This design comes from an exercise in tuning for small area, a short achievable clock period and few clock cycles per item on the open sky130 flow, not from production work.
Only simulation tests tie the RTL to the original design; equivalence was not proved.
The clock port is modelled as an ideal driver, which makes a skipped or thinned clock tree look cheaper than it is; a real chip needs a root buffer or a tree.
Power figures rest on the tool's default switching activity, not on a simulated workload.

**config.mk**
```make
export PLATFORM = sky130hd
export DESIGN_NAME = lzss_decoder
export DESIGN_NICKNAME = lzss_decoder
export VERILOG_FILES = /design/flow/design.v
export SDC_FILE = /design/flow/constraint.sdc
export NUM_CORES = 4
export LEC_CHECK = 0
export CAP_MARGIN = 20
export CORE_MARGIN = 2
export CORE_UTILIZATION = 65
export CTS_CLUSTER_DIAMETER = 60
export CTS_CLUSTER_SIZE = 15
export SETUP_SLACK_MARGIN = 3.2
export SLEW_MARGIN = 20
```
**flow/flatten_clock_tree.tcl**
```tcl
# Clean up the clock tree that CTS built, then re-legalise the placement:
# 2. remove the dummy loads CTS added to balance the tree (cells on a clock net
#    whose output drives nothing);
# 3. give each leaf buffer (one that drives flip-flops) the smallest clock
#    buffer that keeps the slew at its flip-flops' clock pins under SLEW_PS.
set P $::env(FLOW_HOME)/platforms/$::env(FLOW_PLATFORM)
set R $::env(R)
set SLEW_PS 110
read_db $R/4_cts_orig.odb
read_liberty $P/lib/sky130_fd_sc_hd__tt_025C_1v80.lib
read_sdc $R/4_cts.sdc
source $P/setRC.tcl

set block [ord::get_db_block]
set db [ord::get_db]
set clknet [$block findNet clk]

# 1. top levels
while {1} {
  set tops {}
  set next 0
  foreach it [$clknet getITerms] {
    set inst [$it getInst]
    if {![string match "*clkbuf*" [[$inst getMaster] getName]]} { set next 99; break }
    lappend tops $inst
    foreach lit [[[$inst findITerm X] getNet] getITerms] {
      if {[$lit getInst] ne $inst} { incr next }
    }
  }
  if {$next > 4} { break }
  foreach inst $tops {
    set net [[$inst findITerm X] getNet]
    foreach lit [$net getITerms] {
      if {[$lit getInst] eq $inst} { continue }
      $lit disconnect
      $lit connect $clknet
    }
    [$inst findITerm A] disconnect
    [$inst findITerm X] disconnect
    puts "removed [$inst getName] ([[$inst getMaster] getName]), net [$net getName]"
    odb::dbInst_destroy $inst
    odb::dbNet_destroy $net
  }
}
puts "clock port now drives [llength [$clknet getITerms]] cells"

# the clock buffers, level by level from the port
set bufs {}
set front [list $clknet]
while {[llength $front]} {
  set nfront {}
  foreach net $front {
    foreach it [$net getITerms] {
      if {![$it isInputSignal]} { continue }
      set inst [$it getInst]
      set m [[$inst getMaster] getName]
      if {[string match "*clkbuf*" $m] || [string match "*clkinv*" $m]} {
        set out "NULL"
        foreach o [$inst getITerms] {
          if {[$o isOutputSignal]} { set out [$o getNet] }
        }
        # 2. dummy loads
        if {$out eq "NULL" || [llength [$out getITerms]] < 2} {
          puts "removed dummy load [$inst getName] ($m)"
          foreach o [$inst getITerms] { if {[$o getNet] ne "NULL"} { $o disconnect } }
          odb::dbInst_destroy $inst
          if {$out ne "NULL"} { odb::dbNet_destroy $out }
          continue
        }
        lappend bufs $inst
        lappend nfront $out
      }
    }
  }
  set front $nfront
}

# 3. leaf buffers
set_propagated_clock [all_clocks]
estimate_parasitics -placement
proc sink_slew {inst} {
  set worst 0
  set net [[$inst findITerm X] getNet]
  foreach it [$net getITerms] {
    if {[$it getInst] eq $inst} { continue }
    set pin [get_pins -of_objects [get_cells [[$it getInst] getName]] -filter "name == [[$it getMTerm] getName]"]
    foreach s [list [get_property $pin slew_max_rise] [get_property $pin slew_max_fall]] {
      if {$s > $worst} { set worst $s }
    }
  }
  return $worst
}
set big [$db findMaster sky130_fd_sc_hd__clkbuf_16]
foreach inst $bufs {
  set leaf 1
  foreach it [[[$inst findITerm X] getNet] getITerms] {
    if {[$it getInst] ne $inst && [string match "*clkbuf*" [[[$it getInst] getMaster] getName]]} { set leaf 0 }
  }
  if {!$leaf} { continue }
  set orig [$inst getMaster]
  foreach m {sky130_fd_sc_hd__clkbuf_4 sky130_fd_sc_hd__clkbuf_8} {
    $inst swapMaster [$db findMaster $m]
    estimate_parasitics -placement
    set s [expr {[sink_slew $inst] * 1000.0}]
    if {$s <= $SLEW_PS} {
      puts "leaf [$inst getName]: $m (sink slew [format %.1f $s] ps)"
      break
    }
    $inst swapMaster $orig
  }
}
estimate_parasitics -placement
detailed_placement
check_placement -verbose
estimate_parasitics -placement
report_clock_latency
report_worst_slack -max
report_worst_slack -min
write_db $R/4_cts.odb
```
**design.v**
```verilog
`timescale 1ns / 1ps
module lzss_decoder (
  input logic rst_,
  input logic clk,
  input logic literal,
  input logic data_ready,
  input logic [3*8-1:0] data_in,
  output logic new_data_ready,
  output logic data_valid,
  output logic [8-1:0] data_out
);
  localparam int WIN = 56;
  logic       t_valid;     
  logic       t_lit;       
  logic       t_copy;      
  logic [7:0] t_byte;      
  logic [7:0] t_len;
  logic [7:0] ring [WIN-1:0];
  logic [7:0] rem;       
  logic       act;       
  logic       last;      
  logic       rep;       
  logic       empty;     
  logic       lit;       
  logic [7:0] e_byte;    
  logic [7:0] lo;        
  logic [6:0] hi;        
  logic       accept;
  logic       e_load;
  logic       in_far;
  logic       in_copy;
  logic       nxt_act;
  logic       nxt_last;
  logic       rem2_1, empty2;
  logic [7:0] byte_out;
  assign accept   = data_ready & new_data_ready;
  assign e_load   = t_valid;
  assign in_far   = (|data_in[15:6]) | (data_in[5:3] == 3'b111);
  assign in_copy  = !literal && !in_far && data_in[23:16] != 8'd0;
  assign data_out = ring[0];
  always_comb begin
    byte_out = lit ? e_byte : 8'd0;
    for (int j = 0; j < 7; j++) begin
      logic [7:0] grp;
      grp = 8'd0;
      for (int k = 0; k < 8; k++)
        for (int b = 0; b < 8; b++)
          grp[b] = grp[b] | (lo[k] & ring[8*j+k][b]);
      byte_out = byte_out | (hi[j] ? grp : 8'd0);
    end
  end
  always_comb begin
    nxt_act  = e_load ? (t_lit || t_copy) : (act && rem >= 8'd2);
    nxt_last = e_load ? (t_lit || (t_copy && t_len == 8'd1)) : (act && rem == 8'd2);
    rem2_1   = accept  ? literal
             : t_valid ? (t_copy && t_len == 8'd2)
             :           rem == 8'd3;
    empty2   = empty && !act && !nxt_act && !accept;
  end
  always_ff @(posedge clk) begin
    t_lit  <= literal;
    t_copy <= in_copy;
    t_byte <= data_in[7:0];
    t_len  <= data_in[23:16];
  end
  always_ff @(posedge clk) begin
    ring[0] <= byte_out;
    for (int i = WIN-1; i >= 1; i--) ring[i] <= ring[i-1];
  end
  always_ff @(posedge clk) begin
    e_byte[7:6] <= t_byte[7:6];
    e_byte[5:0] <= e_load ? t_byte[5:0] : e_byte[5:0] - 6'd1;
  end
  always_ff @(posedge clk) begin
    if (e_load) begin
      if (t_lit)       rem <= 8'd1;
      else if (t_copy) rem <= t_len;
      else             rem <= 8'd0;
    end else begin
      rem <= rem == 8'd0 ? 8'(WIN-1) : rem - 8'd1;
    end
  end
  always_ff @(posedge clk) begin
    if (!rst_) begin
      lit  <= 1'b0;
      lo   <= 8'h80;
      hi   <= 7'h40;
    end else if (e_load) begin
      lit <= t_lit;
      for (int k = 0; k < 8; k++) lo[k] <= t_copy ? t_byte[2:0] == 3'(k) : k == 7;
      for (int j = 0; j < 7; j++) hi[j] <= t_copy ? t_byte[5:3] == 3'(j) : (j == 6 && !t_lit);
    end else if (last) begin
      lit  <= 1'b0;
      lo   <= 8'h80;
      hi   <= 7'h40;
    end else if (rep) begin
      lit  <= 1'b0;
      lo   <= 8'h01;
      hi   <= 7'h01;
    end
  end
  always_ff @(posedge clk) begin
    if (!rst_) begin
      t_valid        <= 1'b0;
      act            <= 1'b0;
      last           <= 1'b0;
      rep            <= 1'b0;
      empty          <= 1'b1;
      new_data_ready <= 1'b1;
      data_valid     <= 1'b0;
    end else begin
      t_valid        <= accept;
      act            <= nxt_act;
      last           <= nxt_last;
      rep            <= e_load ? (t_copy && t_byte[5:0] == 6'd0 && t_len != 8'd1)
                               : (act && rem >= 8'd3 && e_byte[5:0] == 6'd1);
      empty          <= empty & !act;
      new_data_ready <= rem2_1 || empty2;
      data_valid     <= act;
    end
  end
endmodule
```
**standard.sh**
```bash
#!/bin/bash
# synth_recipe.tcl (not shown) runs the flow's synth.tcl, then flattens the netlist and writes it again
# the make line also repeats each setting of config.mk as NAME=value (left out here)
make -C /OpenROAD-flow-scripts/flow DESIGN_CONFIG=/design/flow/config.mk WORK_HOME=/design/flow/orfs CLKGATE_MAP_FILE= SYNTH_SCRIPT=/design/flow/synth_recipe.tcl "${@:-finish}"
```
**constraint.sdc**
```tcl
create_clock -name core_clock -period 5.0 [get_ports {clk}]
set_input_delay 1.0000 -clock core_clock [delete_from_list [all_inputs] [get_ports {clk}]]
set_output_delay 1.0000 -clock core_clock [all_outputs]
set_load 0.01 [all_outputs]
```
**flow/run.sh**
```bash
#!/bin/bash
set -euo pipefail
R=orfs/results/${FLOW_PLATFORM}/lzss_decoder/base
bash standard.sh "BUFFER_PORTS_ARGS=-buffer_cell sky130_fd_sc_hd__buf_1" cts > 1_standard_to_cts.log 2>&1
cp $R/4_cts.odb $R/4_cts_orig.odb
R=$R openroad -no_init -exit flow/flatten_clock_tree.tcl > 2_flatten_clock_tree.log 2>&1
bash standard.sh finish > 3_standard_finish.log 2>&1
```
==> out/metrics.cfg, run 1 <==
[finish]
area_growth_pct = 7.86
n_antenna_cell = 0
design_area_sq_mm = 0.0147
nFillCells = 1442
instances_no_fill = 1340
seqCellArea_sq_mm = 0.0101
fin_nets = 1102
multiInputGateArea_sq_mm = 0.00324
drive_gt1_share_pct = 7.85

[drt]
wirelength_um = 28800
wl_per_cell_um = 21.5
route.detailed.drc = 0
first_pass_iters = 5
viasPerCell = 6.22
antenna_left = 0
drtIter0Drc = 588
dr_total_vias = 8335

[global_routing]
grt_most_used_layer = met2
antenna_found_initial = 0
met2_usage_pct = 42.5
grt_max_degree = 58
grt_pass1_wl_um = 46000
grt_use_met1_pct = 37.7
grt_pass1_vias = 8592
grt_usage_pct = 26.3
met3_usage_pct = 4.22
overflow = 0

[flow_run]
drv_cap = 0

[synthesis]
synth_seq_cells = 505
syn-num-nets = 1079
synthAdderAreaFrac_pct = 0.551
ys_types = 43
synth-xor-area-share_pct = 0.450
synth_edf_count = 0
ys_seq_area_share_pct = 74.2
synth.top_cell.area_share_pct = 74.2
synth_most_common_cell = dfxtp_1
netlist_area_sq_mm = 0.0136
synthTopCellsByArea = dfxtp_1 74%, a22oi_1 14%, nand4_1 3.0%
synthArstFlopShare_pct = 0
synth_top_cell_by_area = dfxtp_1
synth_top_family_by_area = compound AO/OA/AOI/OAI gates
yosys.area_share.simple_pct = 6.11
yosys-top-cells-count = 505 x dfxtp_1, 260 x a22oi_1, 66 x nand4_1
synthMuxAreaShare_pct = 0.0734
synth-compound-area-share_pct = 16.6
yosysWarningCount = 2
synth-main-ff-cell = dfxtp_1
post_synth.cell_area_avg_sq_um = 13.0
synthCells = 1045

[worst_hold_path]
holdCritPathClass = register to register

[critical_path]
cp.arrival_ns = 0.83
cp.required_ns = 4.00
critical-path-top-delay-family = flip-flops
path_buf_inv = 1
r2r_setup_slack_ns = 3.27
worst-setup-path-type = register to primary output
path_cells = buf_6
worst_path_largest_cell_delay_ns = 0.37
cp-start-kind = register
crit_fanout = 3
end_kind = primary output
critPathSlowestCell = dfxtp_4

[timing]
holdWs_ns = 0.337
hold_viol = 0
max_freq_ghz = 0.548
rsz0062_at_grt = true
clock_skew_ns = 0.0178
report.final.setup_viol = 0
slew_headroom_pct = 42.5
worstMarginPinSlew_ns = 0.863
setup_tns_ns = 0
fin_crit_ns = 1.83
report.final.slew_viol_count = 0
fin_crit_sh_pct = 36.5

[run_status]
status = timing/DRC/antenna clean

[pwr]
ir_drop_mv = 0.322
power_leakage_nw = 5.39
total_power_mw = 6.76
power_density_mw_per_mm2 = 460

[floorplanning]
die_h_um = 149
row_count = 52
die_x_um = 149
core_area_sq_mm = 0.0204
ios = 38
dieArea_sq_mm = 0.0221
start_util_pct = 66.7

[clock_tree]
root_buffer = clkbuf_16
clkLatencyLatePin_ns = 0.34
cts_buffer_depth = 3
cts_buffers = 40
cts.sinks = 505
cts.clk_slew.worst_paths_ns = 0.09
cts_max_level = 2
cts_tree = done

[placed_design]
hpwl_um = 15300
dp_cells = 1293
placed_area_sq_mm = 0.0139
gp_congestion = 0.770
io_buffer_count = 37

## cells by family after synthesis
logic type | Yosys count
AO/OA/AOI/OAI | 307
XOR/XNOR | 7
adder cells (fa/ha/maj) | 6
buffers and inverters | 74
flip-flops | 505
multiplexers | 1
AND/OR/NAND/NOR | 145
## power breakdown
group	switching (mW)	internal, mW
Clock	1.16	0.836
Sequential	0.204	4.26
Combinational	0.154	0.149
Total	1.51	5.25
## layout make-up
cell class                      count  area share, %
Clock buffer                       39           3.91
Clock inverter                      4          0.383
Inverter                            9          0.230
Multi-Input combinational cell    466           22.0
Sequential cell                   505           69.0
Tap cell                          270           2.30
Timing Repair Buffer               47           2.09
## flip-flops by register name (all words and copies together) (netlist names)
register,cells
t_len,8
t_copy,1
e_byte,8
rem,8
last,1
act,1
lo,8
t_byte,8
data_valid,1
rep,1
ring,448
lit,1
t_valid,1
empty,1
new_data_ready,1
hi,7
t_lit,1
## worst paths after layout
| kind | depth (start not counted) | to | start |
|---|---|---|---|
| max | 1 | data_out[5] | ring[0][5] |
| min | 0 | ring[11][7] | ring[10][7] |
| max reg2reg | 5 | ring[0][6] | lo[4] |
| min reg2reg | 0 | ring[11][7] | ring[10][7] |
## cell usage in the layout, fill, tap and decap left out, types with 3 or more instances in the layout
master	n
nor4_1	7
a21boi_0	4
buf_6	12
dfxtp_2	11
clkbuf_16	4
o21ai_0	12
xnor2_1	5
ha_1	6
nor2b_1	14
a31oi_1	4
inv_6	3
clkbuf_8	34
buf_4	6
dfxtp_1	487
nand4_1	66
nor3_1	8
nor2_1	12
a21o_1	3
nand3_1	5
inv_1	9
a21oi_1	8
buf_1	26
dfxtp_4	7
a32oi_1	4
nand2_1	20
a22oi_1	260
## what timing repair did
action | CTS | global route
hold buffers | 0 | 0
buffers inserted | 2 | 2
endpoints found under the setup margin | 34 | 22
resized for setup | 29 | 9
## per-stage QoR
step	setup WS, ns	utilization, %
final	3.17	72.0
after global routing	3.15	72.0
after CTS	2.91	74.1
after detailed placement	2.84	68.2
after global placement	2.87	68.2
after floorplan	3.44	-
## layer usage
metal / vias to the layer above / routed length, um
li1: 3922 / -
met2: 207 / 13400
met3: 32 / 1250
met4: 0 / 394
met1: 4174 / 13700
met5: - / 0
Testbench counts, summed over its fixed seeds: cycles 20,582, bytes 20,566.
==> run 2: changes to the inputs <==
--- a/config.mk
+++ b/config.mk
@@ -7,7 +7,7 @@
 export LEC_CHECK = 0
 export CAP_MARGIN = 20
 export CORE_MARGIN = 2
-export CORE_UTILIZATION = 65
+export CORE_UTILIZATION = 80
 export CTS_CLUSTER_DIAMETER = 60
 export CTS_CLUSTER_SIZE = 15
 export SETUP_SLACK_MARGIN = 3.2
==> out/metrics.cfg, run 2 <==
[critical_path]
crit_fanout = 2
worst_path_largest_cell_delay_ns = 0.38
r2r-end = ring[0][2]
cp-start-kind = register
r2r-start = lo[3]
worst-setup-path-type = register to primary output
cp.arrival_ns = 0.83
critPathSlowestCell = dfxtp_2
r2r_cells = 5
end_kind = primary output
r2r_setup_slack_ns = 3.23
critical-path-top-delay-family = flip-flops
cp.required_ns = 4.00
path_buf_inv = 1
path_cells = buf_6

[timing]
clock_skew_ns = 0.0186
fin_crit_ns = 1.83
rsz0062_at_grt = true
slew_headroom_pct = 47.4
report.final.setup_viol = 0
worstMarginPinSlew_ns = 0.789
fin_crit_sh_pct = 36.7
setup_tns_ns = 0
max_freq_ghz = 0.546
report.final.slew_viol_count = 0
hold_viol = 0

[clock_tree]
cts_max_level = 2
cts_buffers = 39
cts.clk_slew.worst_paths_ns = 0.11
cts_tree = done
cts_buffer_depth = 3
clkLatencyLatePin_ns = 0.34
root_buffer = clkbuf_16
cts.sinks = 505

[floorplanning]
dieArea_sq_mm = 0.0181
die_h_um = 135
die_x_um = 135
ios = 38
start_util_pct = 81.9
core_area_sq_mm = 0.0166
row_count = 47

[synthesis]
synth_most_common_cell = dfxtp_1
yosys.area_share.simple_pct = 6.11
post_synth.cell_area_avg_sq_um = 13.0
synth_seq_cells = 505
synth.top_cell.area_share_pct = 74.2
synth-xor-area-share_pct = 0.450
synth_top_cell_by_area = dfxtp_1
synthAdderAreaFrac_pct = 0.551
yosysWarningCount = 2
synth_top_family_by_area = compound AO/OA/AOI/OAI gates
synthTopCellsByArea = dfxtp_1 74%, a22oi_1 14%, nand4_1 3.0%
netlist_area_sq_mm = 0.0136
syn-num-nets = 1079
ys_seq_area_share_pct = 74.2
synthCells = 1045
yosys-top-cells-count = 505 x dfxtp_1, 260 x a22oi_1, 66 x nand4_1
ys_types = 43
synthArstFlopShare_pct = 0
synth_edf_count = 0
synth-main-ff-cell = dfxtp_1
synth-compound-area-share_pct = 16.6
synthMuxAreaShare_pct = 0.0734

[finish]
fin_nets = 1108
drive_gt1_share_pct = 8.48
seqCellArea_sq_mm = 0.0101
largest_reg_flops = 448
fin_util_pct = 88.2
n_antenna_cell = 0
multiInputGateArea_sq_mm = 0.00326
layout_commonest_cell = dfxtp_1
nFillCells = 636
regMostFlops = ring
mostFrequentLayoutCells = 486 x dfxtp_1, 258 x a22oi_1, 66 x nand4_1
area_growth_pct = 7.72

[worst_hold_path]
hp-start = ring[17][7]
worstHoldEndpoint = ring[18][7]
min_delay_path_depth = 0
holdCritPathClass = register to register

[global_routing]
grt_max_degree = 58
grt_pass1_wl_um = 58900
grt_use_met1_pct = 52.2
overflow = 0
grt_usage_pct = 43.3
antenna_found_initial = 0
met3_usage_pct = 8.97
grt_most_used_layer = met2
met2_usage_pct = 72.9
grt_pass1_vias = 9916

[drt]
wl_per_cell_um = 30.0
first_pass_iters = 6
wirelength_um = 38800
dr_total_vias = 9482
drtIter0Drc = 1201
route.detailed.drc = 0
antenna_left = 0
viasPerCell = 7.33

[pwr]
power_density_mw_per_mm2 = 470
total_power_mw = 6.90
power_leakage_nw = 5.42
ir_drop_mv = 0.436

[run_status]
status = timing/DRC/antenna clean

[placed_design]
hpwl_um = 16600
io_buffer_count = 37
gp_congestion = 0.815

[flow_run]
drv_cap = 0

run 2: cell type report:
cell class | count | share of cell area, %
Clock buffer | 38 | 3.87
Clock inverter | 1 | 0.204
Inverter | 9 | 0.230
Multi-Input combinational cell | 466 | 22.2
Sequential cell | 505 | 69.1
Tap cell | 220 | 1.87
Timing Repair Buffer | 54 | 2.54
run 2: how the worst max path moves through the flow:
stage,startpoint,end,slack [ns],cells past startpoint
2_1_floorplan,data_in[5],t_copy,3.44,4
3_3_place_gp,rst_,new_data_ready,2.90,3
3_5_place_dp,rst_,new_data_ready,2.90,3
4_1_cts,ring[0][0],data_out[0],2.98,1
5_1_grt,ring[0][5],data_out[5],3.16,1
6_report,ring[0][5],data_out[5],3.17,1
run 2: cell families (layout without fill, tap and decap cells):
kind of cell             Yosys count  after routing
AO/OA/AOI/OAI                    307            307
buffers and inverters             74            102
flip-flops                       505            505
multiplexers                       1              1
adder cells (fa/ha/maj)            6              6
AND/OR/NAND/NOR                  145            145
XOR/XNOR                           7              7
run 2: stage by stage:
stage	area (sq um)	instances	hold slack, ns	worst slack, ns
after floorplan	13600	1045	0.310	3.44
after global placement	13900	1246	0.311	2.90
after detailed placement	13900	1246	0.330	2.90
after CTS	15100	1295	0.344	2.98
after global routing	14700	1293	0.352	3.16
final	14700	1293	0.346	3.17
run 2: routing by layer:
metal | wire length (um) | part of all wire [%]
met5 | 0 | 0
met4 | 2370 | 6.1
met3 | 3450 | 8.9
met2 | 19000 | 49
met1 | 14000 | 36
run 2: repair_timing:
| action | in CTS | in global routing |
|---|---|---|
| hold buffers | 0 | 0 |
| setup buffers | 6 | 2 |
| gates resized for setup | 33 | 17 |
| setup endpoints to repair | 37 | 21 |
run 2: power breakdown:
part	switching, mW	internal, mW	leakage [nW]
clock network	1.23	0.817	0.308
registers	0.249	4.27	4.11
logic	0.186	0.154	0.999
total	1.67	5.24	5.42
==> run 3: changes to the inputs <==
--- a/config.mk
+++ b/config.mk
@@ -7,8 +7,9 @@
 export LEC_CHECK = 0
 export CAP_MARGIN = 20
 export CORE_MARGIN = 2
-export CORE_UTILIZATION = 80
+export CORE_UTILIZATION = 65
 export CTS_CLUSTER_DIAMETER = 60
 export CTS_CLUSTER_SIZE = 15
-export SETUP_SLACK_MARGIN = 3.2
+export PLACE_DENSITY = 0.8
+export SETUP_SLACK_MARGIN = 3.15
 export SLEW_MARGIN = 20
==> out/metrics.cfg, run 3 <==
[finish]
multiInputGateArea_sq_mm = 0.00324
n_antenna_cell = 0
fin_nets = 1106
drive_gt1_share_pct = 7.75
nFillCells = 1353
instances_no_fill = 1341
layout_commonest_cell = dfxtp_1
area_growth_pct = 7.58
mostFrequentLayoutCells = 488 x dfxtp_1, 260 x a22oi_1, 66 x nand4_1
seqCellArea_sq_mm = 0.0101
regMostFlops = ring
largest_reg_flops = 448

[timing]
fin_crit_sh_pct = 36.9
hold_viol = 0
setup_tns_ns = 0
rsz0062_at_grt = true
slew_headroom_pct = 49.7
worstMarginPinSlew_ns = 0.754
max_freq_ghz = 0.542
report.final.setup_viol = 0
report.final.slew_viol_count = 0
clock_skew_ns = 0.0320
fin_crit_ns = 1.85

[drt]
first_pass_iters = 5
dr_total_vias = 8550
viasPerCell = 6.38
wl_per_cell_um = 21.8
wirelength_um = 29300
drtIter0Drc = 770
antenna_left = 0
route.detailed.drc = 0

[flow_run]
drv_cap = 0

[placed_design]
gp_congestion = 0.805
hpwl_um = 15900
dp_cells = 1297
io_buffer_count = 37

[critical_path]
end_kind = primary output
cp.arrival_ns = 0.85
path_buf_inv = 1
cp-start-kind = register
cp.required_ns = 4.00
path_cells = buf_6
critPathSlowestCell = dfxtp_4
worst_path_largest_cell_delay_ns = 0.37
crit_fanout = 3
worst-setup-path-type = register to primary output
critical-path-top-delay-family = flip-flops

[synthesis]
synth-main-ff-cell = dfxtp_1
ys_seq_area_share_pct = 74.2
synthTopCellsByArea = dfxtp_1 74%, a22oi_1 14%, nand4_1 3.0%
yosys-top-cells-count = 505 x dfxtp_1, 260 x a22oi_1, 66 x nand4_1
netlist_area_sq_mm = 0.0136
syn-num-nets = 1079
yosysWarningCount = 2
synth.top_cell.area_share_pct = 74.2
synthArstFlopShare_pct = 0
synth_edf_count = 0
synth_seq_cells = 505
synthCells = 1045
synth_top_cell_by_area = dfxtp_1
synth_most_common_cell = dfxtp_1
post_synth.cell_area_avg_sq_um = 13.0
ys_types = 43

[global_routing]
overflow = 0
grt_pass1_wl_um = 46500
grt_max_degree = 51
antenna_found_initial = 0
grt_usage_pct = 26.7
grt_pass1_vias = 8705

[clock_tree]
cts_max_level = 2
cts_tree = done
cts_hold_buf = 0
root_buffer = clkbuf_16
cts.clk_slew.worst_paths_ns = 0.09
cts_buffers = 39
cts.sinks = 505
clkLatencyLatePin_ns = 0.34
cts_buffer_depth = 3

[pwr]
ir_drop_mv = 0.327
power_density_mw_per_mm2 = 454
total_power_mw = 6.66
power_leakage_nw = 5.39

[run_status]
status = timing/DRC/antenna clean

[floorplanning]
row_count = 52
start_util_pct = 66.7
ios = 38
dieArea_sq_mm = 0.0221
die_h_um = 149
die_x_um = 149
core_area_sq_mm = 0.0204

[worst_hold_path]
holdCritPathClass = register to register

[run 3: changes by cell type in the layout (fill, tap and decap cells not counted), moves of 2 or more]
cell	delta
a22oi_2	-2
dfxtp_1	+2
buf_4	+2
buf_6	-4
dfxtp_2	-2
a22oi_1	+2
[run 3: metrics by stage]
stage | util, % | setup slack (ns) | hold WS, ns | area (sq um)
final | 71.8 | 3.15 | 0.331 | 14700
after global routing | 71.8 | 3.12 | 0.349 | 14700
after CTS | 74.0 | 2.96 | 0.342 | 15100
after detailed placement | 68.3 | 2.85 | 0.326 | 13900
after global placement | 68.3 | 2.87 | 0.312 | 13900
after floorplan | - | 3.44 | 0.310 | 13600
[run 3: logic make-up after synthesis]
family / after synthesis / synth area share [%]
AOI/OAI and AO/OA: 307 / 16.6
adders and majority gates: 6 / 0.551
DFF: 505 / 74.2
muxes: 1 / 0.0734
xor gates and xnor gates: 7 / 0.450
buffers and inverters: 74 / 2.06
and+or+nand+nor: 145 / 6.11
[run 3: path summary, 6_finish.rpt]
check | from | endpoint | slack, ns | cells past startpoint
worst max register to register | lo[3] | ring[0][5] | 3.20 | 5
worst max-delay path | ring[0][5] | data_out[5] | 3.15 | 1
worst min register to register | ring[40][5] | ring[41][5] | 0.33 | 0
worst min-delay path | ring[40][5] | ring[41][5] | 0.33 | 0
[run 3: power breakdown]
group | leakage [nW] | total [mW] | internal (mW) | switching [mW]
registers | 4.11 | 4.46 | 4.26 | 0.195
logic | 0.982 | 0.316 | 0.152 | 0.164
clock network | 0.296 | 1.89 | 0.756 | 1.13
[run 3: final cells by class]
type | count | share of cell area [%]
tap | 270 | 2.30
timing repair buffer | 52 | 2.30
multi-input combinational | 466 | 22.1
sequential | 505 | 69.2
clock buffer | 38 | 3.83
inverter | 9 | 0.230
clock inverter | 1 | 0.0597
[run 3: worst reg2reg max path: stages, from the launching register on]
cell	delay (ns)
dfxtp_2	0.71
buf_6	0.44
a22oi_1	0.17
nand4_1	0.18
a22oi_1	0.10
nand4_1	0.14
[run 3: routing by layer]
metal	GRT usage (%)	routed length [um]	vias up
met5	0	0	-
met4	9.62	733	0
met3	4.50	2200	65
met2	42.5	13400	347
met1	37.4	12900	4211
li1	-	-	3927
[run 3: what timing repair did]
action / CTS / global route
setup buffers: 5 / 0
gates cloned: 0 / 0
setup endpoints to repair: 18 / 9
resized for setup: 37 / 2
==> run 4: changes to the inputs <==
--- a/config.mk
+++ b/config.mk
@@ -10,6 +10,6 @@
 export CORE_UTILIZATION = 65
 export CTS_CLUSTER_DIAMETER = 60
 export CTS_CLUSTER_SIZE = 15
-export PLACE_DENSITY = 0.8
+export GPL_TIMING_DRIVEN = 1
 export SETUP_SLACK_MARGIN = 3.15
 export SLEW_MARGIN = 20
==> out/metrics.cfg, run 4 <==
[drt]
wl_per_cell_um = 21.5
met1Wirelength_um = 13700
dr_total_vias = 8342
first_pass_iters = 5
viasPerCell = 6.23
route.detailed.drc = 0
wl_met3_um = 1310
met2WireLength_um = 13400
wirelength_um = 28800
dr.max_layer_used = met4
antenna_left = 0
drtIter0Drc = 611

[critical_path]
worst_path_largest_cell_delay_ns = 0.37
critical-path-top-delay-family = flip-flops
end_kind = primary output
path_cells = buf_6
r2r_setup_slack_ns = 3.29
cp-start-kind = register
cp.required_ns = 4.00
critPathSlowestCell = dfxtp_4
cp.arrival_ns = 0.83
crit_fanout = 3
worst-setup-path-type = register to primary output
path_buf_inv = 1

[synthesis]
synth_top_family_by_area = compound AO/OA/AOI/OAI gates
netlist_area_sq_mm = 0.0136
synth_top_cell_by_area = dfxtp_1
synthAdderAreaFrac_pct = 0.551
yosys.area_share.simple_pct = 6.11
post_synth.cell_area_avg_sq_um = 13.0
synth_most_common_cell = dfxtp_1
syn-num-nets = 1079
synthCells = 1045
synth-xor-area-share_pct = 0.450
synth.top_cell.area_share_pct = 74.2
synthMuxAreaShare_pct = 0.0734
synthArstFlopShare_pct = 0
synth_edf_count = 0
synth_seq_cells = 505
synthTopCellsByArea = dfxtp_1 74%, a22oi_1 14%, nand4_1 3.0%
ys_seq_area_share_pct = 74.2
synth-compound-area-share_pct = 16.6
ys_types = 43
yosysWarningCount = 2
yosys-top-cells-count = 505 x dfxtp_1, 260 x a22oi_1, 66 x nand4_1
synth-main-ff-cell = dfxtp_1

[floorplanning]
ios = 38
dieArea_sq_mm = 0.0221
core_area_sq_mm = 0.0204
die_x_um = 149
row_count = 52
die_h_um = 149
start_util_pct = 66.7

[timing]
fin_crit_sh_pct = 36.5
clock_skew_ns = 0.0186
worstMarginPinSlew_ns = 0.854
report.final.setup_viol = 0
rsz0062_at_grt = true
fin_crit_ns = 1.83
max_freq_ghz = 0.548
hold_viol = 0
slew_headroom_pct = 43.1
report.final.slew_viol_count = 0
setup_tns_ns = 0

[pwr]
p_clk_share_pct = 29.5
p_sw_mw = 1.51
intPower_mw = 5.25
seq_power_share_pct = 66.1
total_power_mw = 6.76
power_leakage_nw = 5.38
switching_share_pct = 22.4
ir_drop_mv = 0.319
power_density_mw_per_mm2 = 460
p_comb_share_pct = 4.4

[global_routing]
grt_max_degree = 58
grt_usage_pct = 26.3
overflow = 0
antenna_found_initial = 0
grt_pass1_wl_um = 46000
grt_pass1_vias = 8592

[finish]
fin_nets = 1100
mostFrequentLayoutCells = 487 x dfxtp_1, 260 x a22oi_1, 66 x nand4_1
multiInputGateArea_sq_mm = 0.00324
seqCellArea_sq_mm = 0.0101
layout_commonest_cell = dfxtp_1
regMostFlops = ring
n_antenna_cell = 0
largest_reg_flops = 448
nFillCells = 1445
drive_gt1_share_pct = 7.68
area_growth_pct = 7.75

[clock_tree]
cts_tree = done
cts_max_level = 2
cts_hold_buf = 0
cts_buffer_depth = 3
cts_buffers = 40
root_buffer = clkbuf_16
cts.sinks = 505
clkLatencyLatePin_ns = 0.34
cts.clk_slew.worst_paths_ns = 0.09

[run_status]
status = timing/DRC/antenna clean

[placed_design]
io_buffer_count = 37
gp_congestion = 0.770
hpwl_um = 15300

[worst_hold_path]
holdCritPathClass = register to register

[flow_run]
drv_cap = 0

## run 4: cell families (layout without fill, tap and decap cells)
kind of cell | after synthesis | in the layout
AO/OA/AOI/OAI | 307 | 307
XOR/XNOR | 7 | 7
adder cells (fa/ha/maj) | 6 | 6
buffers and inverters | 74 | 97
flip-flops | 505 | 505
multiplexers | 1 | 1
AND/OR/NAND/NOR | 145 | 145
## run 4: path summary, 6_finish.rpt
kind	startpoint	cells after the start	to
worst min-delay path	t_byte[7]	0	e_byte[7]
worst min register to register	t_byte[7]	0	e_byte[7]
worst max register to register	lo[4]	5	ring[0][6]
worst max-delay path	ring[0][5]	1	data_out[5]
## run 4: repair_timing
action,4_1_cts,5_1_grt
endpoints found under the setup margin,30,8
gates resized for setup,29,9
setup buffers,2,0
hold endpoints to repair,0,0
pin swaps,0,0
## run 4: power groups by stage
stage                     clock (mW)  sequential [mW]  combinational, mW
final                           1.99             4.47              0.301
after detailed placement           0             4.55              0.288
after global routing            2.18             4.49              0.339
after global placement             0             4.55              0.284
after CTS                       2.88             4.47              0.301
after floorplan                    0             4.47              0.237
## run 4: layout make-up
class,instances,share of cell area [%]
multi-input combinational,466,22.1
clock inverter,4,0.383
tap,270,2.30
timing repair buffer,45,1.99
sequential,505,69.1
inverter,9,0.230
clock buffer,39,3.92
## run 4: stage by stage
stage,hold slack (ns),std cells,cell area [sq um],utilization [%],setup slack (ns)
after floorplan,0.310,1045,13600,-,3.44
after global placement,0.323,1293,13900,68.2,2.87
after detailed placement,0.319,1293,13900,68.2,2.84
after CTS,0.336,1343,15100,74.1,2.91
after global routing,0.342,1338,14700,71.9,3.15
final,0.335,1338,14700,71.9,3.17
## run 4: layer usage
metal,GRT usage (%),vias to the layer above
li1,-,3920
met1,37.7,4158
met2,42.5,227
met3,4.22,37
met4,6.43,0
met5,0,-
==> run 5: changes to the inputs <==
--- a/config.mk
+++ b/config.mk
@@ -5,11 +5,11 @@
 export SDC_FILE = /design/flow/constraint.sdc
 export NUM_CORES = 4
 export LEC_CHECK = 0
+export ABC_AREA = 1
 export CAP_MARGIN = 20
 export CORE_MARGIN = 2
 export CORE_UTILIZATION = 65
 export CTS_CLUSTER_DIAMETER = 60
 export CTS_CLUSTER_SIZE = 15
-export GPL_TIMING_DRIVEN = 1
 export SETUP_SLACK_MARGIN = 3.15
 export SLEW_MARGIN = 20
==> out/metrics.cfg, run 5 <==
[synthesis]
netlist_area_sq_mm = 0.0152
synthAdderAreaFrac_pct = 0.495
synth_seq_cells = 505
synthArstFlopShare_pct = 0
syn-num-nets = 1740
synthCells = 1706
synth_top_cell_by_area = dfxtp_1
synth-compound-area-share_pct = 1.39
synth_top_family_by_area = simple AND/OR/NAND/NOR gates
yosys.area_share.simple_pct = 26.8
synth_most_common_cell = nand2_1
synthTopCellsByArea = dfxtp_1 67%, nand2_1 20%, nor2_1 3.2%
synth-main-ff-cell = dfxtp_1
synth.top_cell.area_share_pct = 66.6
synthMuxAreaShare_pct = 0
ys_types = 33
yosysWarningCount = 2
ys_seq_area_share_pct = 66.6
synth_edf_count = 0
synth-xor-area-share_pct = 0.346
yosys-top-cells-count = 813 x nand2_1, 505 x dfxtp_1, 129 x nor2_1
post_synth.cell_area_avg_sq_um = 8.90

[critical_path]
critPathSlowestCell = dfxtp_4
r2r-end = ring[0][3]
cp.required_ns = 4.00
end_kind = primary output
worst-setup-path-type = register to primary output
setup.worst_path.end = data_out[2]
cp-start-kind = register
cp.arrival_ns = 0.85
critical-path-top-delay-family = flip-flops
cp-startpoint = ring[0][2]
crit_fanout = 3
r2r_cells = 9
cp.depth = 1
path_cells = buf_6
path_buf_inv = 1
r2r_setup_slack_ns = 3.35
r2r-start = lo[7]
worst_path_largest_cell_delay_ns = 0.40

[finish]
area_growth_pct = 5.64
design_area_sq_mm = 0.0160
fin_nets = 1766
nFillCells = 1826
largest_reg_flops = 448
regMostFlops = ring
layout_commonest_cell = nand2_1
mostFrequentLayoutCells = 813 x nand2_1, 486 x dfxtp_1, 129 x nor2_1
n_antenna_cell = 0
drive_gt1_share_pct = 4.91
fin_util_pct = 70.4

[pwr]
power_leakage_nw = 7.40
ir_drop_mv = 0.307
total_power_mw = 6.69
power_density_mw_per_mm2 = 417

[clock_tree]
cts.sinks = 505
cts.clk_slew.worst_paths_ns = 0.09
cts_hold_buf = 0
clkLatencyLatePin_ns = 0.34

[drt]
wl_per_cell_um = 15.0
drtIter0Drc = 748
wirelength_um = 30600
route.detailed.drc = 0
antenna_left = 0
viasPerCell = 4.98
first_pass_iters = 5
dr_total_vias = 10169

[timing]
hold_viol = 0
fin_crit_ns = 1.85
clock_skew_ns = 0.0143
rsz0062_at_grt = true
fin_crit_sh_pct = 37.0
setup_tns_ns = 0
report.final.setup_viol = 0
report.final.slew_viol_count = 0
slew_headroom_pct = 44.0
worstMarginPinSlew_ns = 0.840
max_freq_ghz = 0.541

[floorplanning]
start_util_pct = 66.6
core_area_sq_mm = 0.0228
die_h_um = 157
die_x_um = 157
dieArea_sq_mm = 0.0246
ios = 38
row_count = 55

[global_routing]
overflow = 0
grt_pass1_wl_um = 48900
grt_max_degree = 58
antenna_found_initial = 0
grt_pass1_vias = 9541
grt_usage_pct = 25.3

[flow_run]
drv_cap = 0

[placed_design]
io_buffer_count = 37
gp_congestion = 0.790
placed_area_sq_mm = 0.0153
hpwl_um = 17300

[worst_hold_path]
holdCritPathClass = register to register

[run_status]
status = timing/DRC/antenna clean

## run 5: changes by cell type after synthesis, sizes merged, moves of 34 or more
cell    before  now
a22oi      260    1
buf         16   50
clkbuf      49   10
inv          9   52
nand2       20  815
nand3        5   62
nand4       66    6
nor2        12  132
## run 5: layout make-up
cell class | count | area (sq um) | area share (%)
Tap cell | 313 | 392 | 2.44
Timing Repair Buffer | 46 | 305 | 1.90
Clock buffer | 38 | 562 | 3.50
Inverter | 53 | 203 | 1.26
Multi-Input combinational cell | 1088 | 4410 | 27.5
Sequential cell | 505 | 10200 | 63.4
## run 5: worst min path at each step
stage	startpoint	to	slack, ns	cells past startpoint
6_report	t_byte[6]	e_byte[6]	0.34	0
5_1_grt	ring[13][6]	ring[14][6]	0.34	0
4_1_cts	t_byte[7]	e_byte[7]	0.33	0
3_5_place_dp	t_byte[7]	e_byte[7]	0.32	0
3_3_place_gp	t_byte[7]	e_byte[7]	0.31	0
2_1_floorplan	t_byte[6]	e_byte[6]	0.31	0
## run 5: through the flow
| step | worst slack (ns) | hold WS (ns) | instances |
|---|---|---|---|
| 6_report | 3.15 | 0.335 | 2043 |
| 3_3_place_gp | 2.77 | 0.312 | 2000 |
| 4_1_cts | 2.97 | 0.333 | 2044 |
| 3_5_place_dp | 2.74 | 0.319 | 2000 |
| 5_1_grt | 3.13 | 0.339 | 2043 |
| 2_1_floorplan | 3.42 | 0.310 | 1706 |
## run 5: repair_timing
action / CTS / global route
setup endpoints to repair: 18 / 20
buffers inserted: 1 / 4
gates resized for setup: 38 / 6
## run 5: cell families (layout without fill, tap and decap cells)
family	count (synthesis)	count (layout)
compound gates	39	39
flops	505	505
fa+ha+maj	6	6
buf+inv	113	137
xor+xnor	6	6
simple gates	1037	1037
## run 5: layer usage
metal | wire length, um | part of all wire, % | global-route usage, % | vias to the layer above
li1 | - | - | - | 5239
met1 | 14700 | 48 | 35.8 | 4697
met2 | 14000 | 46 | 41.5 | 192
met3 | 1270 | 4.1 | 3.10 | 41
met4 | 590 | 1.9 | 6.51 | 0
met5 | 0 | 0 | 0 | -
## run 5: worst reg2reg max path, cell delays in order (launching register included)
cell and delay (ns):
dfxtp_4 0.66, buf_6 0.37, nand2_1 0.12, nand2_1 0.08, inv_1 0.04, nand2_1 0.06
nand2_1 0.05, nand2_1 0.12, nor2_1 0.06, nand2_1 0.06
## run 5: where the power goes
group	switching [mW]	internal (mW)
Sequential	0.175	4.27
Clock	1.14	0.752
Combinational	0.210	0.142
==> run 6: changes to the inputs <==
--- a/config.mk
+++ b/config.mk
@@ -5,11 +5,11 @@
 export SDC_FILE = /design/flow/constraint.sdc
 export NUM_CORES = 4
 export LEC_CHECK = 0
-export ABC_AREA = 1
 export CAP_MARGIN = 20
 export CORE_MARGIN = 2
 export CORE_UTILIZATION = 65
 export CTS_CLUSTER_DIAMETER = 60
 export CTS_CLUSTER_SIZE = 15
+export GPL_ROUTABILITY_DRIVEN = 0
 export SETUP_SLACK_MARGIN = 3.15
 export SLEW_MARGIN = 20
==> out/metrics.cfg, run 6 <==
[synthesis]
yosys-top-cells-count = 505 x dfxtp_1, 260 x a22oi_1, 66 x nand4_1
ys_types = 43
synthTopCellsByArea = dfxtp_1 74%, a22oi_1 14%, nand4_1 3.0%
post_synth.cell_area_avg_sq_um = 13.0
synth_top_cell_by_area = dfxtp_1
syn-num-nets = 1079
synthArstFlopShare_pct = 0
synth_most_common_cell = dfxtp_1
synth.top_cell.area_share_pct = 74.2
synth-main-ff-cell = dfxtp_1
synth_edf_count = 0
synth_seq_cells = 505
netlist_area_sq_mm = 0.0136
yosysWarningCount = 2
synthCells = 1045
ys_seq_area_share_pct = 74.2

[critical_path]
critPathSlowestCell = dfxtp_4
r2r-start = lo[4]
crit_fanout = 3
end_kind = primary output
r2r_setup_slack_ns = 3.29
cp-start-kind = register
r2r-end = ring[0][6]
critical-path-top-delay-family = flip-flops
worst-setup-path-type = register to primary output
worst_path_largest_cell_delay_ns = 0.37
path_buf_inv = 1
r2r_cells = 5
path_cells = buf_6
cp.arrival_ns = 0.83
cp.required_ns = 4.00

[clock_tree]
cts_max_level = 2
cts_buffers = 40
cts.sinks = 505
clkLatencyLatePin_ns = 0.34
cts_buffer_depth = 3
cts.clk_slew.worst_paths_ns = 0.09
root_buffer = clkbuf_16
cts_tree = done
cts_hold_buf = 0

[floorplanning]
start_util_pct = 66.7
ios = 38
dieArea_sq_mm = 0.0221
row_count = 52
die_x_um = 149
core_area_sq_mm = 0.0204
die_h_um = 149

[global_routing]
grt_pass1_wl_um = 46000
antenna_found_initial = 0
grt_usage_pct = 26.3
grt_pass1_vias = 8592
grt_max_degree = 58
overflow = 0

[pwr]
power_leakage_nw = 5.38
total_power_mw = 6.76
power_density_mw_per_mm2 = 460
ir_drop_mv = 0.319

[flow_run]
drv_cap = 0

[drt]
drtIter0Drc = 611
viasPerCell = 6.23
route.detailed.drc = 0
first_pass_iters = 5
wirelength_um = 28800
dr_total_vias = 8342
wl_per_cell_um = 21.5
antenna_left = 0

[timing]
hold_viol = 0
max_freq_ghz = 0.548
clock_skew_ns = 0.0186
holdWs_ns = 0.335
report.final.setup_viol = 0
rsz0062_at_grt = true
fin_crit_ns = 1.83
slew_headroom_pct = 43.1
report.final.slew_viol_count = 0
fin_crit_sh_pct = 36.5
setup_tns_ns = 0
worstMarginPinSlew_ns = 0.854

[run_status]
status = timing/DRC/antenna clean

[finish]
n_antenna_cell = 0
fin_nets = 1100
regMostFlops = ring
design_area_sq_mm = 0.0147
layout_commonest_cell = dfxtp_1
largest_reg_flops = 448
drive_gt1_share_pct = 7.68
mostFrequentLayoutCells = 487 x dfxtp_1, 260 x a22oi_1, 66 x nand4_1
nFillCells = 1445
area_growth_pct = 7.75

[placed_design]
placed_area_sq_mm = 0.0139
hpwl_um = 15300
io_buffer_count = 37

[worst_hold_path]
hp-start = t_byte[7]
worstHoldEndpoint = e_byte[7]
holdCritPathClass = register to register
min_delay_path_depth = 0

-- run 6: cell count changes in the layout (fill, tap and decap cells not counted), moves of 14 or more --
cell / delta
nand4_1: +60
nor2b_1: +14
inv_1: -41
a22oi_1: +259
nand3_1: -57
nand2_1: -793
nor2_1: -117
-- run 6: worst max-delay path by stage --
| stage | slack, ns | end | cells past startpoint | from |
|---|---|---|---|---|
| CTS | 2.91 | data_out[5] | 1 | ring[0][5] |
| floorplan | 3.44 | t_copy | 4 | data_in[5] |
| global placement | 2.87 | new_data_ready | 3 | rst_ |
| finish | 3.17 | data_out[5] | 1 | ring[0][5] |
| global route | 3.15 | data_out[5] | 1 | ring[0][5] |
| detailed placement | 2.84 | new_data_ready | 3 | rst_ |
-- run 6: area by class of cell --
type,count,area [sq um],area share [%]
flip-flops and latches,505,10100,69.1
clock inverters,4,56.3,0.383
multi-input cells,466,3240,22.1
well taps,270,338,2.30
inverters,9,33.8,0.230
repair buffers,45,293,1.99
clock buffers,39,576,3.92
-- run 6: per-layer routing --
layer	part of all wire [%]	global-route usage, %	vias up
met1	47	37.7	4158
met2	47	42.5	227
li1	-	-	3920
met3	4.5	4.22	37
met5	0	0	-
met4	1.4	6.43	0
-- run 6: timing repair --
item | CTS | global route
gates resized for setup | 29 | 9
setup endpoints to repair | 30 | 8
pin swaps | 0 | 0
buffers inserted | 2 | 0
-- run 6: power breakdown --
group,switching (mW),internal [mW],total [mW]
Sequential,0.204,4.26,4.47
Combinational,0.153,0.148,0.301
Clock,1.15,0.836,1.99
Total,1.51,5.25,6.76
-- run 6: through the flow --
step | std cells | setup WS (ns) | utilization (%)
after global routing | 1338 | 3.15 | 71.9
after CTS | 1343 | 2.91 | 74.1
final | 1338 | 3.17 | 71.9
after detailed placement | 1293 | 2.84 | 68.2
after global placement | 1293 | 2.87 | 68.2
after floorplan | 1045 | 3.44 | -
-- run 6: cell families after synthesis --
logic type	share of synthesized area (%)
AO/OA/AOI/OAI	16.6
adder cells (fa/ha/maj)	0.551
XOR/XNOR	0.450
multiplexers	0.0734
AND/OR/NAND/NOR	6.11
flip-flops	74.2
buffers and inverters	2.06
-- run 6: worst reg2reg max path, cell delays in order, from the launching register on --
cell and delay, ns:
dfxtp_2 0.32, buf_4 0.62, a22oi_1 0.26, nand4_1 0.19, a22oi_1 0.11, nand4_1 0.14
==> run 7: changes to the inputs <==
--- a/config.mk
+++ b/config.mk
@@ -10,6 +10,5 @@
 export CORE_UTILIZATION = 65
 export CTS_CLUSTER_DIAMETER = 60
 export CTS_CLUSTER_SIZE = 15
-export GPL_ROUTABILITY_DRIVEN = 0
 export SETUP_SLACK_MARGIN = 3.15
 export SLEW_MARGIN = 20
==> out/metrics.cfg, run 7 <==
[placed_design]
io_buffer_count = 37
dp_cells = 1293
hpwl_um = 15300
gp_congestion = 0.770
place_ws_ns = 2.84

[finish]
fin_nets = 1100
area_growth_pct = 7.75
fin_util_pct = 71.9
drive_gt1_share_pct = 7.68
instances_no_fill = 1338
regMostFlops = ring
n_antenna_cell = 0
layout_commonest_cell = dfxtp_1
nFillCells = 1445
largest_reg_flops = 448
mostFrequentLayoutCells = 487 x dfxtp_1, 260 x a22oi_1, 66 x nand4_1

[floorplanning]
dieArea_sq_mm = 0.0221
core_area_sq_mm = 0.0204
die_x_um = 149
die_h_um = 149
row_count = 52
start_util_pct = 66.7
ios = 38

[global_routing]
overflow = 0
grt_pass1_vias = 8592
grt_max_degree = 58
antenna_found_initial = 0
grt_pass1_wl_um = 46000
grt_usage_pct = 26.3

[synthesis]
synth_most_common_cell = dfxtp_1
synth_edf_count = 0
synthCells = 1045
yosysWarningCount = 2
synth_seq_cells = 505
syn-num-nets = 1079
synthTopCellsByArea = dfxtp_1 74%, a22oi_1 14%, nand4_1 3.0%
ys_seq_area_share_pct = 74.2
post_synth.cell_area_avg_sq_um = 13.0
netlist_area_sq_mm = 0.0136
yosys-top-cells-count = 505 x dfxtp_1, 260 x a22oi_1, 66 x nand4_1
synth_top_cell_by_area = dfxtp_1
synthArstFlopShare_pct = 0
synth.top_cell.area_share_pct = 74.2
ys_types = 43
synth-main-ff-cell = dfxtp_1

[clock_tree]
cts_hold_buf = 0
cts.sinks = 505
cts_buffers = 40
cts_buffer_depth = 3
cts.clk_slew.worst_paths_ns = 0.09
cts_max_level = 2
clkLatencyLatePin_ns = 0.34
cts_tree = done
root_buffer = clkbuf_16

[drt]
antenna_left = 0
wl_per_cell_um = 21.5
wirelength_um = 28800
dr_total_vias = 8342
viasPerCell = 6.23
drtIter0Drc = 611
route.detailed.drc = 0
first_pass_iters = 5

[flow_run]
drv_cap = 0

[timing]
report.final.slew_viol_count = 0
rsz0062_at_grt = true
clock_skew_ns = 0.0186
report.final.setup_viol = 0
hold_viol = 0
fin_crit_sh_pct = 36.5
fin_crit_ns = 1.83
holdWs_ns = 0.335
max_freq_ghz = 0.548
final_critical_path_setup_slack_ns = 3.17
worstMarginPinSlew_ns = 0.854
slew_headroom_pct = 43.1
setup_tns_ns = 0

[critical_path]
path_cells = buf_6
critical-path-top-delay-family = flip-flops
cp.arrival_ns = 0.83
worst-setup-path-type = register to primary output
end_kind = primary output
crit_fanout = 3
cp.required_ns = 4.00
path_buf_inv = 1
critPathSlowestCell = dfxtp_4
worst_path_largest_cell_delay_ns = 0.37
cp-start-kind = register

[run_status]
status = timing/DRC/antenna clean

[pwr]
power_density_mw_per_mm2 = 460
power_leakage_nw = 5.38
ir_drop_mv = 0.319

[worst_hold_path]
holdCritPathClass = register to register

## run 7: cell counts in the layout (fill, tap and decap cells not counted)
No cell type changed its count.
## run 7: stage by stage
stage | area, sq um | total power, mW
final | 14700 | 6.76
after global routing | 14700 | 7.02
after CTS | 15100 | 7.65
after detailed placement | 13900 | 4.84
after global placement | 13900 | 4.83
after floorplan | 13600 | 4.71
## run 7: area by class of cell
type / instances / area [sq um] / area share (%)
Clock buffer: 39 / 576 / 3.92
Tap cell: 270 / 338 / 2.30
Timing Repair Buffer: 45 / 293 / 1.99
Multi-Input combinational cell: 466 / 3240 / 22.1
Sequential cell: 505 / 10100 / 69.1
Inverter: 9 / 33.8 / 0.230
Clock inverter: 4 / 56.3 / 0.383
## run 7: worst paths after layout
kind,from,endpoint,slack (ns),depth (start not counted)
worst max-delay path,ring[0][5],data_out[5],3.17,1
worst min-delay path,t_byte[7],e_byte[7],0.34,0
worst min register to register,t_byte[7],e_byte[7],0.34,0
worst max register to register,lo[4],ring[0][6],3.29,5
## run 7: logic make-up after synthesis
family	share of synthesized area, %
XOR/XNOR	0.450
buffers and inverters	2.06
multiplexers	0.0734
flip-flops	74.2
AND/OR/NAND/NOR	6.11
AO/OA/AOI/OAI	16.6
adder cells (fa/ha/maj)	0.551
## run 7: routing by layer
metal	global-route usage, %	vias to the layer above	share of wire, %
met4	6.43	0	1.4
met1	37.7	4158	47
met3	4.22	37	4.5
met2	42.5	227	47
met5	0	-	0
li1	-	3920	-
## run 7: repair_timing
action                     in CTS  in global routing
gates resized for setup        29                  9
setup endpoints to repair      30                  8
setup buffers                   2                  0
## run 7: power breakdown
| part | total [mW] | internal [mW] | switching, mW |
|---|---|---|---|
| clock network | 1.99 | 0.836 | 1.15 |
| registers | 4.47 | 4.26 | 0.204 |
| logic | 0.301 | 0.148 | 0.153 |
==> run 8: changes to the inputs <==
--- a/config.mk
+++ b/config.mk
@@ -8,7 +8,7 @@
 export CAP_MARGIN = 20
 export CORE_MARGIN = 2
 export CORE_UTILIZATION = 65
-export CTS_CLUSTER_DIAMETER = 60
+export CTS_CLUSTER_DIAMETER = 45
 export CTS_CLUSTER_SIZE = 15
 export SETUP_SLACK_MARGIN = 3.15
 export SLEW_MARGIN = 20
==> out/metrics.cfg, run 8 <==
[synthesis]
ys_types = 43
synth_top_cell_by_area = dfxtp_1
yosysWarningCount = 2
netlist_area_sq_mm = 0.0136
syn-num-nets = 1079
synthCells = 1045
synthArstFlopShare_pct = 0
post_synth.cell_area_avg_sq_um = 13.0
synth.top_cell.area_share_pct = 74.2
synth-main-ff-cell = dfxtp_1
synthTopCellsByArea = dfxtp_1 74%, a22oi_1 14%, nand4_1 3.0%
synth_most_common_cell = dfxtp_1
yosys-top-cells-count = 505 x dfxtp_1, 260 x a22oi_1, 66 x nand4_1
synth_seq_cells = 505
synth_edf_count = 0
ys_seq_area_share_pct = 74.2

[clock_tree]
cts_buffers = 41
cts.sinks = 505
cts_hold_buf = 0
cts_buffer_depth = 3
root_buffer = clkbuf_16
cts_max_level = 2
cts.clk_slew.worst_paths_ns = 0.09
clkLatencyLatePin_ns = 0.35
cts_tree = done

[timing]
rsz0062_at_grt = true
report.final.slew_viol_count = 0
hold_viol = 0
final_critical_path_setup_slack_ns = 3.17
fin_crit_sh_pct = 36.7
setup_tns_ns = 0
report.final.setup_viol = 0
max_freq_ghz = 0.545
worstMarginPinSlew_ns = 0.854
fin_crit_ns = 1.83
clock_skew_ns = 0.0227
slew_headroom_pct = 43.1

[critical_path]
worst_path_largest_cell_delay_ns = 0.37
critical-path-top-delay-family = flip-flops
crit_fanout = 3
path_cells = buf_6
r2r_setup_slack_ns = 3.25
cp.arrival_ns = 0.83
cp-start-kind = register
worst-setup-path-type = register to primary output
path_buf_inv = 1
cp.required_ns = 4.00
critPathSlowestCell = dfxtp_4
end_kind = primary output

[global_routing]
grt_pass1_vias = 8614
overflow = 0
grt_usage_pct = 26.5
grt_max_degree = 58
antenna_found_initial = 0
grt_pass1_wl_um = 46300

[floorplanning]
core_area_sq_mm = 0.0204
dieArea_sq_mm = 0.0221
die_h_um = 149
row_count = 52
start_util_pct = 66.7
die_x_um = 149
ios = 38

[finish]
area_growth_pct = 7.61
design_area_sq_mm = 0.0147
regMostFlops = ring
drive_gt1_share_pct = 7.76
layout_commonest_cell = dfxtp_1
mostFrequentLayoutCells = 487 x dfxtp_1, 260 x a22oi_1, 66 x nand4_1
instances_no_fill = 1339
largest_reg_flops = 448
n_antenna_cell = 0
nFillCells = 1446
fin_nets = 1103

[pwr]
total_power_mw = 6.72
ir_drop_mv = 0.320
power_density_mw_per_mm2 = 458
power_leakage_nw = 5.38

[drt]
first_pass_iters = 5
viasPerCell = 6.24
route.detailed.drc = 0
wirelength_um = 28900
drtIter0Drc = 563
antenna_left = 0
wl_per_cell_um = 21.6
dr_total_vias = 8349

[flow_run]
drv_cap = 0

[placed_design]
gp_congestion = 0.770
placed_area_sq_mm = 0.0139
hpwl_um = 15300
place_ws_ns = 2.84
dp_cells = 1293
io_buffer_count = 37

[run_status]
status = timing/DRC/antenna clean

[worst_hold_path]
holdCritPathClass = register to register

## run 8: cell types whose count changed in the layout (fill, tap and decap cells not counted), sizes merged
cell / delta
clkbuf: +1
inv: -1
bufinv: -1
buf: +2
## run 8: kinds of logic after synthesis
logic type / Yosys count / synth area share, %
compound gates: 307 / 16.6
mux: 1 / 0.0734
xor+xnor: 7 / 0.450
flops: 505 / 74.2
simple gates: 145 / 6.11
fa+ha+maj: 6 / 0.551
buf+inv: 74 / 2.06
## run 8: path summary, 6_finish.rpt
check	from	to	cells past startpoint
max	ring[0][5]	data_out[5]	1
min reg2reg	t_byte[7]	e_byte[7]	0
max reg2reg	lo[7]	ring[0][4]	5
min	t_byte[7]	e_byte[7]	0
## run 8: stage by stage
step / utilization [%] / hold slack [ns]
3_5_place_dp: 68.2 / 0.319
3_3_place_gp: 68.2 / 0.323
5_1_grt: 71.8 / 0.328
6_report: 71.8 / 0.318
4_1_cts: 74.5 / 0.329
2_1_floorplan: - / 0.310
## run 8: worst register-to-register path, stage by stage, from the launching register on
cell and delay, ns:
dfxtp_2 0.69, buf_6 0.42, a22oi_1 0.14, nand4_1 0.20, a22oi_1 0.11, nand4_1 0.13
## run 8: layer usage
layer / GRT usage [%] / share of wire (%) / up-vias
li1: - / - / 3913
met3: 3.46 / 4.3 / 45
met2: 42.8 / 46 / 225
met5: 0 / 0 / -
met4: 7.29 / 1.8 / 0
met1: 38.1 / 48 / 4166
## run 8: layout make-up
type / count / area, sq um / share of cell area [%]
clock buffer: 40 / 583 / 3.97
inverter: 9 / 33.8 / 0.230
multi-input combinational: 466 / 3240 / 22.1
tap: 270 / 338 / 2.30
sequential: 505 / 10100 / 69.2
clock inverter: 2 / 17.5 / 0.119
timing repair buffer: 47 / 308 / 2.10
## run 8: power breakdown
| group | total (mW) | switching [mW] | leakage, nW | internal [mW] |
|---|---|---|---|---|
| sequential | 4.47 | 0.206 | 4.11 | 4.26 |
| combinational | 0.300 | 0.151 | 0.958 | 0.149 |
| clock | 1.95 | 1.16 | 0.312 | 0.788 |
## run 8: repair_timing
item | CTS | global route
endpoints found under the setup margin | 29 | 5
resized for setup | 29 | 9
buffers inserted | 4 | 0
==> run 9: changes to the inputs <==
--- a/config.mk
+++ b/config.mk
@@ -8,7 +8,7 @@
 export CAP_MARGIN = 20
 export CORE_MARGIN = 2
 export CORE_UTILIZATION = 65
-export CTS_CLUSTER_DIAMETER = 45
-export CTS_CLUSTER_SIZE = 15
+export CTS_CLUSTER_DIAMETER = 60
+export CTS_CLUSTER_SIZE = 18
 export SETUP_SLACK_MARGIN = 3.15
 export SLEW_MARGIN = 20
==> out/metrics.cfg, run 9 <==
[global_routing]
grt_pass1_vias = 8462
antenna_found_initial = 0
grt_use_met1_pct = 38.4
grt_max_degree = 58
overflow = 0
grt_pass1_wl_um = 45800
grt_most_used_layer = met2
grt_usage_pct = 26.2
met3_usage_pct = 3.06
met2_usage_pct = 42.6

[finish]
largest_reg_flops = 448
nFillCells = 1457
area_growth_pct = 7.08
drive_gt1_share_pct = 7.24
fin_nets = 1096
seqCellArea_sq_mm = 0.0101
layout_commonest_cell = dfxtp_1
n_antenna_cell = 0
mostFrequentLayoutCells = 487 x dfxtp_1, 260 x a22oi_1, 66 x nand4_1
regMostFlops = ring
multiInputGateArea_sq_mm = 0.00324

[flow_run]
drv_cap = 0

[critical_path]
crit_fanout = 3
end_kind = primary output
critical-path-top-delay-family = flip-flops
cp-start-kind = register
worst-setup-path-type = register to primary output
path_buf_inv = 1
path_cells = buf_6
worst_path_largest_cell_delay_ns = 0.37
cp.required_ns = 4.00
cp.arrival_ns = 0.82
critPathSlowestCell = dfxtp_4

[pwr]
seq_power_share_pct = 67.6
p_sw_mw = 1.49
intPower_mw = 5.12
switching_share_pct = 22.6
p_comb_share_pct = 4.5
power_leakage_nw = 5.34
total_power_mw = 6.61
power_density_mw_per_mm2 = 453
ir_drop_mv = 0.338
p_clk_share_pct = 27.9

[synthesis]
synth_most_common_cell = dfxtp_1
synthMuxAreaShare_pct = 0.0734
synth_seq_cells = 505
synth-compound-area-share_pct = 16.6
ys_types = 43
synth_edf_count = 0
synthCells = 1045
post_synth.cell_area_avg_sq_um = 13.0
synthAdderAreaFrac_pct = 0.551
synth-main-ff-cell = dfxtp_1
synthArstFlopShare_pct = 0
yosysWarningCount = 2
synth.top_cell.area_share_pct = 74.2
synthTopCellsByArea = dfxtp_1 74%, a22oi_1 14%, nand4_1 3.0%
synth-xor-area-share_pct = 0.450
yosys-top-cells-count = 505 x dfxtp_1, 260 x a22oi_1, 66 x nand4_1
syn-num-nets = 1079
yosys.area_share.simple_pct = 6.11
synth_top_cell_by_area = dfxtp_1
ys_seq_area_share_pct = 74.2
netlist_area_sq_mm = 0.0136
synth_top_family_by_area = compound AO/OA/AOI/OAI gates

[clock_tree]
clkLatencyLatePin_ns = 0.33
cts_hold_buf = 0
cts.clk_slew.worst_paths_ns = 0.10
cts.sinks = 505
root_buffer = clkbuf_16
cts_buffer_depth = 3
cts_tree = done
cts_max_level = 2
cts_buffers = 35

[timing]
slew_headroom_pct = 42.7
report.final.slew_viol_count = 0
report.final.setup_viol = 0
hold_viol = 0
max_freq_ghz = 0.548
fin_crit_sh_pct = 36.5
fin_crit_ns = 1.82
rsz0062_at_grt = false
clock_skew_ns = 0.0243
setup_tns_ns = 0
worstMarginPinSlew_ns = 0.859

[placed_design]
hpwl_um = 15300
io_buffer_count = 37
gp_congestion = 0.770

[drt]
wl_per_cell_um = 21.4
wirelength_um = 28600
first_pass_iters = 6
antenna_left = 0
route.detailed.drc = 0
drtIter0Drc = 596
viasPerCell = 6.20
dr_total_vias = 8259

[floorplanning]
die_h_um = 149
core_area_sq_mm = 0.0204
row_count = 52
ios = 38
die_x_um = 149
start_util_pct = 66.7
dieArea_sq_mm = 0.0221

[run_status]
status = timing/DRC/antenna clean

[worst_hold_path]
holdCritPathClass = register to register

run 9: cell counts after synthesis:
No cell type changed its count.
run 9: final timing paths:
check | slack [ns] | endpoint | cells past startpoint | start
worst max-delay path | 3.18 | data_out[5] | 1 | ring[0][5]
worst min-delay path | 0.33 | ring[45][7] | 0 | ring[44][7]
worst max register to register | 3.23 | ring[0][6] | 5 | lo[7]
worst min register to register | 0.33 | ring[45][7] | 0 | ring[44][7]
run 9: what timing repair did:
| item | in CTS | in global routing |
|---|---|---|
| pin swaps | 0 | 0 |
| buffers inserted | 3 | 0 |
| gates cloned | 0 | 0 |
| gates resized for setup | 32 | 4 |
| endpoints found under the setup margin | 31 | 4 |
run 9: through the flow:
stage	worst slack (ns)	cells	instance area [sq um]	util (%)	hold slack [ns]
finish	3.18	1333	14600	71.4	0.330
global route	3.15	1333	14600	71.4	0.337
CTS	2.99	1341	15000	73.6	0.339
detailed placement	2.84	1293	13900	68.2	0.319
global placement	2.87	1293	13900	68.2	0.323
floorplan	3.44	1045	13600	-	0.310
run 9: kinds of logic (layout without fill, tap and decap cells):
logic type	after synthesis	in the layout
multiplexers	1	1
XOR/XNOR	7	7
AND/OR/NAND/NOR	145	145
buffers and inverters	74	92
adder cells (fa/ha/maj)	6	6
AO/OA/AOI/OAI	307	307
flip-flops	505	505
run 9: power groups by stage:
stage	Clock [mW]	Sequential, mW	Combinational, mW
after floorplan	0	4.47	0.237
after global placement	0	4.55	0.284
after detailed placement	0	4.55	0.288
after CTS	2.66	4.46	0.300
after global routing	2.01	4.50	0.339
final	1.84	4.47	0.298
run 9: area by class of cell:
cell class	count	share of cell area, %
inverter	9	0.231
clock buffer	34	3.51
sequential	505	69.5
multi-input combinational	466	22.2
tap	270	2.31
clock inverter	3	0.180
timing repair buffer	46	2.03
run 9: layer usage:
metal  part of all wire (%)  wire (um)  up-vias
li1                       -          -     3913
met1                     48      13800     4102
met2                     46      13100      209
met3                    4.4       1270       35
met4                    1.4        395        0
met5                      0          0        -

==> static timing again, ports no longer ideal <==
The results above use ideal ports. As a check the final layouts listed here were re-extracted and re-timed, cells and wires unchanged.
Step 1 sets driving cells, clkbuf_16 on the clock port and buf_2 on the other inputs (assumed; they add their load-dependent delay and slew).
Step 2, shift: input delay + t, output delay - t, t = (earliest + latest rising clock arrival at the registers) / 2. This alone moves slack from input paths to output paths.
Slacks: ideal / step 1 / step 2; pairs: ideal / step 1.
run | t, ns | setup slack, ns | worst setup path at the end | latest minus earliest clock arrival (ns) | worst register clock-pin slew, ns
run 1 | 0.433 | 3.174 / 3.075 / 3.121 | input to register | 0.019 / 0.018 | 0.10 / 0.10
run 2 | 0.425 | 3.167 / 3.075 / 3.150 | input to register | 0.021 / 0.021 | 0.11 / 0.11
run 3 | 0.422 | 3.154 / 3.063 / 2.810 | input to register | 0.039 / 0.038 | 0.09 / 0.09
run 4 | 0.433 | 3.174 / 3.074 / 3.130 | input to register | 0.021 / 0.021 | 0.10 / 0.10
run 5 | 0.422 | 3.152 / 3.062 / 3.059 | input to register | 0.025 / 0.025 | 0.09 / 0.09
run 6 | 0.433 | 3.174 / 3.074 / 3.130 | input to register | 0.021 / 0.021 | 0.10 / 0.10
run 7 | 0.433 | 3.174 / 3.074 / 3.130 | input to register | 0.021 / 0.021 | 0.10 / 0.10
run 8 | 0.425 | 3.165 / 3.073 / 3.146 | input to register | 0.024 / 0.024 | 0.10 / 0.10
run 9 | 0.408 | 3.175 / 3.088 / 3.135 | input to register | 0.025 / 0.026 | 0.11 / 0.11
After both steps every run listed still meets setup and hold. For run 3, which loses most, drivers alone change the setup slack by -0.091 ns; drivers and shift together by -0.344 ns.
